Background: an optimization exercise with open tools, aiming at small area and a short achievable clock period. Do not read the settings as production practice.
Where RTL was checked, it was by simulation tests only, not by an equivalence proof against the original.

==> job 2673: inputs <==
==> flow/design.v (excerpt) <==
module system(clk, rst,
              instruction, data_mem_out,
              mem_read, mem_write,
              alu_out, reg_file_out_2, pc);
==> module reg_file, before the edit <==
module reg_file(clk, rst, reg_write,
                read_addr_1, read_addr_2, write_addr, write_data,
                read_data_1, read_data_2);
	input clk, rst, reg_write;
	input [4:0] read_addr_1, read_addr_2, write_addr;
	input [31:0] write_data;
	output [31:0] read_data_1, read_data_2;
	reg [31:1] valid;
	wire [31:0] q [1:31];
	wire [31:1] sel1, sel2;
	genvar i, b;
	generate
		for (i = 1; i < 32; i = i + 1) begin : r
			reg [31:0] data;
			wire [31:0] next;
			wire we = reg_write & (write_addr == i);
			wire wen = ~we;
			for (b = 0; b < 32; b = b + 1) begin : h
				rf_hold H(.we(we), .wen(wen), .wd(write_data[b]), .q(data[b]), .d(next[b]));
			end
			always @(posedge clk)
				data <= next;
			always @(posedge clk or posedge rst)
				if (rst) valid[i] <= 1'b0;
				else if (we) valid[i] <= 1'b1;
			assign q[i] = data;
			assign sel1[i] = valid[i] & (read_addr_1 == i);
			assign sel2[i] = valid[i] & (read_addr_2 == i);
		end
		for (b = 0; b < 32; b = b + 1) begin : m
			wire [31:1] d;
			for (i = 1; i < 32; i = i + 1) begin : c
				assign d[i] = q[i][b];
			end
			rf_read_bit P1(.sel(sel1), .d(d), .y(read_data_1[b]));
			rf_read_bit P2(.sel(sel2), .d(d), .y(read_data_2[b]));
		end
	endgenerate
endmodule
==> module rf_hold, before the edit <==
module rf_hold(we, wen, wd, q, d);
	input we, wen, wd, q;
	output d;
	assign d = (we & wd) | (wen & q);
endmodule
==> module rf_read_bit, before the edit <==
module rf_read_bit(sel, d, y);
	input [31:1] sel, d;
	output y;
	wire [10:0] n;
	genvar j;
	generate
		for (j = 0; j < 10; j = j + 1) begin : g
			rf_aoi222 A(.a1(sel[3*j+1]), .a2(d[3*j+1]), .b1(sel[3*j+2]), .b2(d[3*j+2]),
			            .c1(sel[3*j+3]), .c2(d[3*j+3]), .y(n[j]));
		end
	endgenerate
	rf_nand2 N0(.a(sel[31]), .b(d[31]), .y(n[10]));
	wire [2:0] o;
	rf_nand4 N1(.a(n[0]), .b(n[1]), .c(n[2]), .d(n[3]), .y(o[0]));
	rf_nand4 N2(.a(n[4]), .b(n[5]), .c(n[6]), .d(n[7]), .y(o[1]));
	rf_nand3 N3(.a(n[8]), .b(n[9]), .c(n[10]), .y(o[2]));
	rf_or3 O(.a(o[0]), .b(o[1]), .c(o[2]), .y(y));
endmodule
==> module rf_aoi222, before the edit <==
module rf_aoi222(a1, a2, b1, b2, c1, c2, y);
	input a1, a2, b1, b2, c1, c2;
	output y;
	assign y = ~((a1 & a2) | (b1 & b2) | (c1 & c2));
endmodule
==> module rf_nand2, before the edit <==
module rf_nand2(a, b, y);
	input a, b;
	output y;
	assign y = ~(a & b);
endmodule
==> module rf_nand3, before the edit <==
module rf_nand3(a, b, c, y);
	input a, b, c;
	output y;
	assign y = ~(a & b & c);
endmodule
==> module rf_nand4, before the edit <==
module rf_nand4(a, b, c, d, y);
	input a, b, c, d;
	output y;
	assign y = ~(a & b & c & d);
endmodule
==> module rf_or3, before the edit <==
module rf_or3(a, b, c, y);
	input a, b, c;
	output y;
	assign y = a | b | c;
endmodule
==> module system, before the edit <==
module system(clk, rst,
              instruction, data_mem_out,
              mem_read, mem_write,
              alu_out, reg_file_out_2, pc);
	input clk, rst;
	input [31:0] instruction, data_mem_out;
	output mem_read, mem_write;
	output [31:0] alu_out, reg_file_out_2, pc;
	wire [5:0] op        = instruction[31:26];
	wire [4:0] rs        = instruction[25:21];
	wire [4:0] rt        = instruction[20:16];
	wire [4:0] rd        = instruction[15:11];
	wire [5:0] funct     = instruction[5:0];
	wire [15:0] immediate = instruction[15:0];
	wire [25:0] address  = instruction[25:0];
	wire reg_write, r_type, branch, jump;
	wire sub, logic_op, or_op, slt_op;
	wire [31:0] reg_file_out_1;
	wire [31:0] sign_extend_out;
	wire [29:0] pc_w, pc_add_4, branch_target, next_pc;
	control C(.op(op), .reg_write(reg_write), .r_type(r_type),
	          .mem_read(mem_read), .mem_write(mem_write),
	          .branch(branch), .jump(jump));
	alu_control ALU_C(.r_type(r_type), .funct(funct), .sub(sub),
	                  .logic_op(logic_op), .or_op(or_op), .slt_op(slt_op));
	program_counter PC(.clk(clk), .rst(rst), .next_pc(next_pc), .pc(pc_w));
	reg_file RF(.clk(clk), .rst(rst), .reg_write(reg_write),
	            .read_addr_1(rs), .read_addr_2(rt),
	            .write_addr(r_type ? rd : rt),
	            .write_data(mem_read ? data_mem_out : alu_out),
	            .read_data_1(reg_file_out_1), .read_data_2(reg_file_out_2));
	assign sign_extend_out = {{16{immediate[15]}}, immediate};
	alu_32bit ALU(.in1(reg_file_out_1),
	              .in2(r_type ? reg_file_out_2 : sign_extend_out),
	              .sub(sub), .logic_op(logic_op), .or_op(or_op), .slt_op(slt_op),
	              .alu_result(alu_out));
	assign pc_add_4 = pc_w + 30'd1;
	adder_32bit ADD2(.in1(pc_add_4), .in2(sign_extend_out[29:0]), .sum(branch_target));
	wire beq_taken = branch & (reg_file_out_1 == reg_file_out_2);
	assign next_pc = jump ? {pc_add_4[29:26], address} :
	                 beq_taken ? branch_target : pc_add_4;
	assign pc = {pc_w, 2'b00};
endmodule
clock: 10.0 ns
lec_check: 0
cap_margin: 20
core_margin: 2
core_utilization: 55
cts_buf_list: sky130_fd_sc_hd__clkbuf_4 sky130_fd_sc_hd__clkbuf_8
place_density: 0.65
setup_slack_margin: 2.5
slew_margin: 20
synth_hierarchical: 1
run.sh (not shown) runs the stock make flow with config.mk's settings and CLKGATE_MAP_FILE= SYNTH_SCRIPT=/design/flow/synth_recipe.tcl, a recipe that flattens the netlist after the stock synthesis.
==> job 817: changes against job 2673 <==
--- a/flow/design.v
+++ b/flow/design.v
@@ -39,3 +39,3 @@
 	wire [31:1] sel1, sel2;
-	genvar i, b;
+	genvar i;
 	generate
@@ -43,10 +43,5 @@
 			reg [31:0] data;
-			wire [31:0] next;
 			wire we = reg_write & (write_addr == i);
-			wire wen = ~we;
-			for (b = 0; b < 32; b = b + 1) begin : h
-				rf_hold H(.we(we), .wen(wen), .wd(write_data[b]), .q(data[b]), .d(next[b]));
-			end
 			always @(posedge clk)
-				data <= next;
+				if (we) data <= write_data;
 			always @(posedge clk or posedge rst)
@@ -58,59 +53,15 @@
 		end
-		for (b = 0; b < 32; b = b + 1) begin : m
-			wire [31:1] d;
-			for (i = 1; i < 32; i = i + 1) begin : c
-				assign d[i] = q[i][b];
-			end
-			rf_read_bit P1(.sel(sel1), .d(d), .y(read_data_1[b]));
-			rf_read_bit P2(.sel(sel2), .d(d), .y(read_data_2[b]));
+	endgenerate
+	reg [31:0] rd1, rd2;
+	integer k;
+	always @(*) begin
+		rd1 = 32'd0;
+		rd2 = 32'd0;
+		for (k = 1; k < 32; k = k + 1) begin
+			rd1 = rd1 | ({32{sel1[k]}} & q[k]);
+			rd2 = rd2 | ({32{sel2[k]}} & q[k]);
 		end
-	endgenerate
-endmodule
-module rf_hold(we, wen, wd, q, d);
-	input we, wen, wd, q;
-	output d;
-	assign d = (we & wd) | (wen & q);
-endmodule
-module rf_read_bit(sel, d, y);
-	input [31:1] sel, d;
-	output y;
-	wire [10:0] n;
-	genvar j;
-	generate
-		for (j = 0; j < 10; j = j + 1) begin : g
-			rf_aoi222 A(.a1(sel[3*j+1]), .a2(d[3*j+1]), .b1(sel[3*j+2]), .b2(d[3*j+2]),
-			            .c1(sel[3*j+3]), .c2(d[3*j+3]), .y(n[j]));
-		end
-	endgenerate
-	rf_nand2 N0(.a(sel[31]), .b(d[31]), .y(n[10]));
-	wire [2:0] o;
-	rf_nand4 N1(.a(n[0]), .b(n[1]), .c(n[2]), .d(n[3]), .y(o[0]));
-	rf_nand4 N2(.a(n[4]), .b(n[5]), .c(n[6]), .d(n[7]), .y(o[1]));
-	rf_nand3 N3(.a(n[8]), .b(n[9]), .c(n[10]), .y(o[2]));
-	rf_or3 O(.a(o[0]), .b(o[1]), .c(o[2]), .y(y));
-endmodule
-module rf_aoi222(a1, a2, b1, b2, c1, c2, y);
-	input a1, a2, b1, b2, c1, c2;
-	output y;
-	assign y = ~((a1 & a2) | (b1 & b2) | (c1 & c2));
-endmodule
-module rf_nand2(a, b, y);
-	input a, b;
-	output y;
-	assign y = ~(a & b);
-endmodule
-module rf_nand3(a, b, c, y);
-	input a, b, c;
-	output y;
-	assign y = ~(a & b & c);
-endmodule
-module rf_nand4(a, b, c, d, y);
-	input a, b, c, d;
-	output y;
-	assign y = ~(a & b & c & d);
-endmodule
-module rf_or3(a, b, c, y);
-	input a, b, c;
-	output y;
-	assign y = a | b | c;
+	end
+	assign read_data_1 = rd1;
+	assign read_data_2 = rd2;
 endmodule
@@ -168,3 +119,3 @@
 	            .read_data_1(reg_file_out_1), .read_data_2(reg_file_out_2));
-	assign sign_extend_out = {{16{immediate[15]}}, immediate};
+	sign_extend SE(.in(immediate), .out(sign_extend_out));
 	alu_32bit ALU(.in1(reg_file_out_1),
@@ -173,3 +124,3 @@
 	              .alu_result(alu_out));
-	assign pc_add_4 = pc_w + 30'd1;
+	adder_32bit ADD1(.in1(pc_w), .in2(30'd1), .sum(pc_add_4));
 	adder_32bit ADD2(.in1(pc_add_4), .in2(sign_extend_out[29:0]), .sum(branch_target));
==> flow/config.mk (replaced) <==
export PLATFORM = sky130hd
export DESIGN_NAME = system
export DESIGN_NICKNAME = system
export VERILOG_FILES = /design/flow/design.v
export SDC_FILE = /design/flow/constraint.sdc
export NUM_CORES = 4
export LEC_CHECK = 0
export CAP_MARGIN = 20
export CORE_MARGIN = 2
export CORE_UTILIZATION = 30
export PLACE_DENSITY = 0.4
export SETUP_SLACK_MARGIN = 0.3
export SLEW_MARGIN = 20
==> impl_metrics.yaml <==
detailed_routing:
  met3WireLength_um: 41300
yosys:
  synthAdderAreaFrac_pct: 2.15
  synth_top_family_by_area: "compound AO/OA/AOI/OAI gates"
die:
  initial_utilization_pct: 55.7
  die_w_um: 295
status:
  status: "no timing/DRC/antenna violations"
timing:
  worst_pin_slew_ps: 1310
critical_path:
  worstPathCellList: "clkdlybuf4s15_2 > buf_4 > and3b_1 > and3_4 > buf_6 > a222oi_1 > nand4_1 > or3_1 > ha_1 > nand4_1 > o211ai_4 > o2111ai_4 > a211oi_4 > buf_6 > buf_6 > nor3_4 > o32ai_4 > buf_2"
min_path:
  min_path_cells: 1
cts:
  post_cts_buffers: 100
(the above is from job 2673)
==> impl_metrics.yaml <==
cts:
  cts-htree-levels: 3
  cts_inserted_buffers: 121
status:
  status: "no timing/DRC/antenna violations"
die:
  initial_utilization_pct: 30.1
  die_w_um: 422
critical_path:
  worstPathCellList: "clkdlybuf4s50_1 > buf_4 > buf_4 > and3b_4 > and3_2 > buf_4 > a222oi_1 > nor4bb_2 > nand3_1 > buf_4 > ha_1 > nand4_1 > buf_4 > o21a_1 > o21ai_0 > a31oi_2 > o21ai_2 > xnor2_1 > a211o_1 > nand2_1 > clkdlybuf4s50_1"
yosys:
  synth_top_family_by_area: "simple AND/OR/NAND/NOR gates"
  syn-cell-area_mm2: 0.0523
  synth_cell_types: 84
detailed_routing:
  met3WireLength_um: 48100
min_path:
  min_path_cells: 2
timing:
  worst_pin_slew_ps: 1240
cells_and_area:
  seq_share_pct: 46.8
(the above is from job 817)
No functional check of the RTL was part of job 817.

==> run a: inputs <==
Another version of the RTL of system (not shown whole).
==> flow/design.v (excerpt) <==
module system(clk, rst,
              instruction, data_mem_out,
              mem_read, mem_write,
              alu_out, reg_file_out_2, pc);
	input clk, rst;
	input [31:0] instruction, data_mem_out;
	output mem_read, mem_write;
	output [31:0] alu_out, reg_file_out_2, pc;
	wire [5:0] op        = instruction[31:26];
	wire [4:0] rs        = instruction[25:21];
	wire [4:0] rt        = instruction[20:16];
	wire [4:0] rd        = instruction[15:11];
	wire [5:0] funct     = instruction[5:0];
	wire [15:0] immediate = instruction[15:0];
	wire [25:0] address  = instruction[25:0];
	wire reg_write, r_type, branch, jump;
	wire sub, logic_op, or_op, slt_op;
	wire [31:0] rd1_n, rd2_n;	 
	wire [31:0] sign_extend_out;
	wire [29:0] pc_w, pc_add_4, branch_target, next_pc;
	control C(.op(op), .reg_write(reg_write), .r_type(r_type),
	          .mem_read(mem_read), .mem_write(mem_write),
	          .branch(branch), .jump(jump));
	alu_control ALU_C(.r_type(r_type), .funct(funct), .sub(sub),
	                  .logic_op(logic_op), .or_op(or_op), .slt_op(slt_op));
	program_counter PC(.clk(clk), .rst(rst), .next_pc(next_pc), .pc(pc_w));
	reg_file RF(.clk(clk), .rst(rst), .reg_write(reg_write),
	            .read_addr_1(rs), .read_addr_2(rt),
	            .write_addr(r_type ? rd : rt),
	            .write_data(mem_read ? data_mem_out : alu_out),
	            .read_data_1(rd1_n), .read_data_2(rd2_n));
	assign reg_file_out_2 = ~rd2_n;
	assign sign_extend_out = {{16{immediate[15]}}, immediate};
	alu_32bit ALU(.in1_n(rd1_n), .rt_n(rd2_n), .imm(immediate), .r_type(r_type),
	              .sub(sub), .logic_op(logic_op), .or_op(or_op), .slt_op(slt_op),
	              .alu_result(alu_out));
	wire [16:0] lo_inc = {1'b0, pc_w[15:0]} + 17'd1;
	wire [13:0] hi_inc = pc_w[29:16] + 14'd1;
	wire [13:0] hi_dec = pc_w[29:16] - 14'd1;
	assign pc_add_4 = {lo_inc[16] ? hi_inc : pc_w[29:16], lo_inc[15:0]};
	wire [16:0] lo_br;
	adder_32bit ADD2(.in1(pc_w[15:0]), .in2(immediate), .sum(lo_br));
  ...
Settings: LEC_CHECK=0, CAP_MARGIN=20, CORE_MARGIN=2, CORE_UTILIZATION=55, CTS_BUF_LIST=sky130_fd_sc_hd__clkbuf_4 sky130_fd_sc_hd__clkbuf_8, PLACE_DENSITY=0.65, SETUP_SLACK_MARGIN=2.1, SLEW_MARGIN=20, SYNTH_HIERARCHICAL=1; clock period 10.0 ns.
standard.sh (not shown) runs the stock make flow with config.mk's settings and CLKGATE_MAP_FILE= SYNTH_SCRIPT=/design/flow/synth_recipe.tcl, a recipe that flattens the netlist after the stock synthesis.
==> flow/flow/run.sh <==
#!/bin/bash
# The standard layout (the standard.sh: ORFS synth to finish) with three
# changes to how it is made:
#  - ABC's assumed output load is 5 fF instead of 5 pF, so hierarchical
#    synthesis does not upsize every small module's output;
#  - the resizer may swap cells across footprints;
#  - the port buffers are buf_4 instead of the default delay buffer.
# Each ORFS step keeps its own log under orfs/logs; make's output goes to
# flow_make.log here.
set -euo pipefail
bash standard.sh ABC_LOAD_IN_FF=0.005 MATCH_CELL_FOOTPRINT=0 \
  "BUFFER_PORTS_ARGS=-buffer_cell sky130_fd_sc_hd__buf_4" finish > flow_make.log 2>&1
==> run b (differences from run a) <==
--- a/flow/config.mk
+++ b/flow/config.mk
@@ -9,5 +9,5 @@
 export CORE_MARGIN = 2
-export CORE_UTILIZATION = 55
+export CORE_UTILIZATION = 50
 export CTS_BUF_LIST = sky130_fd_sc_hd__clkbuf_4 sky130_fd_sc_hd__clkbuf_8
-export PLACE_DENSITY = 0.65
+export PLACE_DENSITY = 0.6
 export SETUP_SLACK_MARGIN = 2.1
==> comparison <==
Run b went through all stages and came out clean. Run a stopped in global routing (GRT-0232).
In synthesized cell count, run a and run b do not differ.
Synthesized area is the same in run b and run a.

## re-timing with driven ports
Ports are ideal in the flow. The routed layouts listed here were re-timed in OpenROAD.
Step 1, drivers: a clkbuf_16 drives clk and a buf_2 each remaining input, both assumed.
Step 2, shift: input delay + t, output delay - t, t = (earliest + latest rising clock arrival at the registers) / 2. This alone moves slack from input paths to output paths.
a / b / c = ideal ports / drivers / drivers and shift; a / b = the first two.
| run | shift t [ns] | slack for setup (ns) | pins driven straight from the clock port |
|---|---|---|---|
| job 2673 | 0.995 | 1.119 / 1.005 / 1.005 | 1 |
| job 817 | 0.876 | 0.238 / 0.191 / 0.191 | 1 |
| run b | 0.955 | 1.723 / 1.539 / 1.539 | 1 |
After both steps every run listed still meets setup and hold. For run b, which loses most, drivers alone change the setup slack by -0.184 ns; drivers and shift together by -0.184 ns.
